From an optimization exercise on the open Yosys and OpenROAD flow, aimed at small area; shortcuts taken in it are not production practice.
Only simulation tests tie the RTL to the original design; equivalence was not proved.
No activity file was given, so power comes from the tool's default toggle rates.

== run 1 ==
==> flow/design.v <==
`timescale 1ns / 1ps
module topModule(
    input         topCLK,
    input         rst,
    input         switch0,
    input         buttonUp,
    input         buttonDown,
    output        LED_Red,
    output        LED_Red2,
    output        LED_Blue,
    output        LED_Blue2,
    input         Temperature_SDA_in,
    output        Temperature_SDA_out,
    output        Temperature_SDA_oe,
    output        Temperature_SCL,
    output [6:0]  SEG,
    output [7:0]  AN
    );
    reg [8:0] a;
    reg [3:0] r;
    reg [4:0] bhi;
    reg [2:0] sel;
    reg [7:0] q;
    wire ce   = (a == 9'd499);
    wire r9   = (r == 4'd9);
    wire dec  = ce & r9;
    always @(posedge topCLK) begin
        if (rst) begin
            a <= 9'd0;
            r <= 4'd0;
            bhi <= 5'd0;
            sel <= 3'd0;
            q <= 8'd0;
        end else begin
            a <= ce ? 9'd0 : a + 9'd1;
            if (ce)
                r <= r9 ? 4'd0 : r + 4'd1;
            if (dec) begin
                bhi <= (bhi == 5'd19) ? 5'd0 : bhi + 5'd1;
                if (bhi == 5'd19)
                    sel <= sel + 3'd1;
                q <= (q == 8'd255) ? 8'd200 : q + 8'd1;
            end
        end
    end
    wire h = (r >= 4'd5);
    assign Temperature_SCL = ~q[0];
    assign Temperature_SDA_oe = (q < 8'd217) | (q == 8'd235) | (q == 8'd236) | (q >= 8'd253);
    reg sda_o;
    always @* begin
        case (q)
            8'd200: sda_o = ~h;
            8'd201: sda_o = h;
            8'd203: sda_o = ~h;
            8'd204, 8'd205, 8'd206: sda_o = 1'b0;
            8'd207: sda_o = h;
            8'd209: sda_o = ~h;
            8'd210: sda_o = 1'b0;
            8'd211: sda_o = h;
            8'd235, 8'd236: sda_o = 1'b0;
            default: sda_o = 1'b1;
        endcase
    end
    assign Temperature_SDA_out = sda_o;
    reg [7:0] acc;
    wire samp = dec & ~q[0] & ((q[7:4] == 4'hE & q[3:1] != 3'd6) | q == 8'd222);
    always @(posedge topCLK)
        if (samp)
            acc <= {acc[6:0], Temperature_SDA_in};
    reg [7:0] tc;
    always @(posedge topCLK)
        if (rst)
            tc <= 8'd0;
        else if (ce & (q >= 8'd253))
            tc <= acc;
    wire [15:0] f9 = tc * 9;
    wire [15:0] f95 = f9 / 5;
    wire [7:0] tf = f95[7:0] + 8'd32;
    reg [7:0] vF, vC;
    reg bu_p, bd_p, db;
    wire [7:0] tsel = switch0 ? tc : tf;
    wire [7:0] spsel = switch0 ? vC : vF;
    wire up_act = (buttonUp == bu_p) & buttonUp & ~db;
    wire dn_act = (buttonDown == bd_p) & buttonDown & ~db;
    wire [7:0] spnew = dn_act ? spsel - 8'd1 : spsel + 8'd1;
    reg red, blue;
    always @(posedge topCLK) begin
        if (rst) begin
            vF <= 8'd80;
            vC <= 8'd15;
            bu_p <= 1'b0;
            bd_p <= 1'b0;
            db <= 1'b0;
            red <= 1'b0;
            blue <= 1'b0;
        end else begin
            if (up_act | dn_act) begin
                if (switch0) vC <= spnew;
                else vF <= spnew;
            end
            if (buttonDown != bd_p) db <= 1'b0;
            else if (buttonDown & ~db) db <= 1'b1;
            else if (buttonUp != bu_p) db <= 1'b0;
            else if (buttonUp & ~db) db <= 1'b1;
            bu_p <= buttonUp;
            bd_p <= buttonDown;
            red <= spsel > tsel;
            blue <= spsel < tsel;
        end
    end
    assign LED_Red = red;
    assign LED_Red2 = red;
    assign LED_Blue = blue;
    assign LED_Blue2 = blue;
    assign AN = ~(8'd1 << sel);
    wire [7:0] dv = sel[2] ? spsel : tsel;
    wire [3:0] ones = dv % 10;
    wire [7:0] tens = dv / 10;
    wire [3:0] dig = sel[0] ? tens[3:0] : ones;
    reg [6:0] dseg;
    always @* begin
        case (dig)
            4'd0: dseg = 7'b0000001;
            4'd1: dseg = 7'b1001111;
            4'd2: dseg = 7'b0010010;
            4'd3: dseg = 7'b0000110;
            4'd4: dseg = 7'b1001100;
            4'd5: dseg = 7'b0100100;
            4'd6: dseg = 7'b0100000;
            4'd7: dseg = 7'b0001111;
            4'd8: dseg = 7'b0000000;
            4'd9: dseg = 7'b0000100;
            default: dseg = 7'b1111111;
        endcase
    end
    assign SEG = sel[1] ? dseg : (sel[0] ? 7'b0011100 : (switch0 ? 7'b0110001 : 7'b0111000));
endmodule
export LEC_CHECK = 0
export ABC_AREA = 1
export CAP_MARGIN = 20
export CORE_MARGIN = 2
export CORE_UTILIZATION = 40
export SLEW_MARGIN = 20
create_clock -name core_clock -period 20.0 [get_ports {topCLK}]
run.sh (not shown) runs the stock make flow with config.mk's settings and CLKGATE_MAP_FILE= SYNTH_SCRIPT=/design/flow/synth_recipe.tcl, a recipe that flattens the netlist after the stock synthesis.
Run 1 | status: complete | timing, DRC, antenna: pass
> inputs changed (run 1 -> run 2)
==> flow/flow/run.sh (new file) <==
#!/bin/bash
# Standard synthesis, then the combinational logic re-mapped with a stronger
# ABC script (flip-flops untouched), then the standard layout from there.
set -euo pipefail
W=$(pwd)
R=$W/orfs/results/$FLOW_PLATFORM/topModule/base
LIB=$FLOW_HOME/platforms/$FLOW_PLATFORM/lib/sky130_fd_sc_hd__tt_025C_1v80.lib
YOSYS=$(command -v yosys || echo /OpenROAD-flow-scripts/tools/install/yosys/bin/yosys)

bash standard.sh "$R/1_2_yosys.v" > "$W/std_synth.log" 2>&1
cp "$R/1_2_yosys.v" "$W/std_1_2_yosys.v"

sed -e "s#@LIB@#$LIB#g" -e "s#@IN@#$W/std_1_2_yosys.v#" -e "s#@TOP@#$FLOW_TOP#" \
    -e "s#@ABC@#$W/flow/deepsyn.abc#" -e "s#@STAT0@#$W/reopt_stat_in.txt#" \
    -e "s#@STAT@#$W/reopt_stat.txt#" -e "s#@OUT@#$W/reopt.v#" \
    "$W/flow/reopt.ys" > "$W/reopt_run.ys"
"$YOSYS" -l "$W/reopt.log" -q "$W/reopt_run.ys" > /dev/null 2>&1
cp "$W/reopt.v" "$R/1_2_yosys.v"
touch "$R/1_2_yosys.sdc"

bash standard.sh finish > "$W/std_layout.log" 2>&1
==> flow/flow/deepsyn.abc (new file) <==
strash
&get -n
&deepsyn -T 60
&put
dch -f
amap
topo
==> flow/flow/reopt.ys (new file) <==
# Re-map the combinational logic of the standard synthesis netlist with a
# stronger ABC script. Flip-flops stay as they are (same instances, names
# and cell types); only the gates between them are rebuilt.
read_liberty -ignore_miss_func @LIB@
blackbox *__df* *__edf* *__sdf* *__sedf* *__dl*
read_verilog -defer @IN@
hierarchy -top @TOP@
flatten
opt_clean
tee -o @STAT0@ stat
abc -liberty @LIB@ -script @ABC@ -dont_use *lpflow* -dont_use *probe*
opt_clean -purge
hilomap -singleton -hicell sky130_fd_sc_hd__conb_1 HI -locell sky130_fd_sc_hd__conb_1 LO
splitnets
opt_clean -purge
rename -hide w:*$func$*
tee -o @STAT@ stat -liberty @LIB@
write_verilog -noattr -nohex -nodec @OUT@
==> flow/standard.sh (new file) <==
#!/bin/bash
# synth_recipe.tcl (not shown) runs the flow's synth.tcl, then flattens the netlist and writes it again
# the make line also repeats each setting of config.mk as NAME=value (left out here)
make -C /OpenROAD-flow-scripts/flow DESIGN_CONFIG=/design/flow/config.mk WORK_HOME=/design/flow/orfs CLKGATE_MAP_FILE= SYNTH_SCRIPT=/design/flow/synth_recipe.tcl "${@:-finish}"
removed: flow/run.sh
Results
SEG[0] as the end point of the critical path was reported by run 2, and SEG[5] by run 1.
Compared to run 1, run 2 has critical path depth 15 lower.
Total global routing track utilization ends up lower on run 1.
On tapcell count: between run 1 and run 2, it ends up lower for run 2.
Combinational group share of total power, run 1 and run 2: lower on run 2
Fraction of area in registers for run 2: 11 points up relative to run 1
Horizontal die dimension came out lower on run 2 than on run 1.
Of run 1 and run 2, run 2 shows the higher met2 track utilization from global routing, with run 1 below it.
Run 2 vs. run 1: post-route standard cell area excluding fillers went down 2400 um^2; largest net degree at the start of global routing went up 10.
What run 3 does differently from run 2 at the input level:
- putting CTS_CLUSTER_SIZE at 30 where nothing was set
- putting CTS_BUF_LIST at sky130_fd_sc_hd__clkbuf_4 sky130_fd_sc_hd__clkbuf_8 where nothing was set
- putting CTS_CLUSTER_DIAMETER at 100 where nothing was set
-- flow/flow/run.sh --
<<< run 2, line 19
touch "$R/1_2_yosys.sdc"

bash standard.sh finish > "$W/std_layout.log" 2>&1
>>> run 3, line 19
touch "$R/1_2_yosys.sdc"

bash standard.sh "BUFFER_PORTS_ARGS=-buffer_cell sky130_fd_sc_hd__buf_1" finish > "$W/std_layout.log" 2>&1
### Flow results
| via count | run 3 vs run 2 | 2.2% lower |. Post-route total power: run 3 < run 2. Going from run 2 to run 3, clock latency of the later-clocked register in the worst-skew pair was more or less identical; power density relative to cell area went up by 0.24 nW/um^2; data arrival time of the critical path decreased 0.84 ns. Compared with run 2, run 3 shows clock power lower by about 8%. The setup slack after layout of run 3 is higher than that of run 2.

==> static timing again, ports no longer ideal <==
In the flow no input, the clock included, has a driving cell. The finished layouts below were timed again as built, in two steps.
Step 1: set_driving_cell puts a clkbuf_16 on topCLK and a buf_2 on each other input, an assumption about the parent block.
Step 2 moves the port delays by t, midway between the first and last clock arrival at a register: inputs arrive t later, outputs are due t later. That takes back most of the time a late clock gives input paths.
Slacks: ideal ports / drivers / drivers and shift; pairs: ideal ports / drivers.
run | t, ns | slack for setup (ns) | worst setup path after step 2 | slew at the worst register clock pin (ns) | cell pins on the clock port's net
run 1 | 0.362 | 4.849 / 4.804 / 4.804 | input to output | 0.06 / 0.06 | 1
run 2 | 0.360 | 6.094 / 6.068 / 6.068 | input to output | 0.08 / 0.08 | 1
run 3 | 0.376 | 6.928 / 6.906 / 6.906 | input to output | 0.08 / 0.08 | 1
After both steps every run listed still meets setup and hold. The setup slack of run 1, which loses most, moves by -0.045 ns with the drivers and by -0.045 ns with both steps.
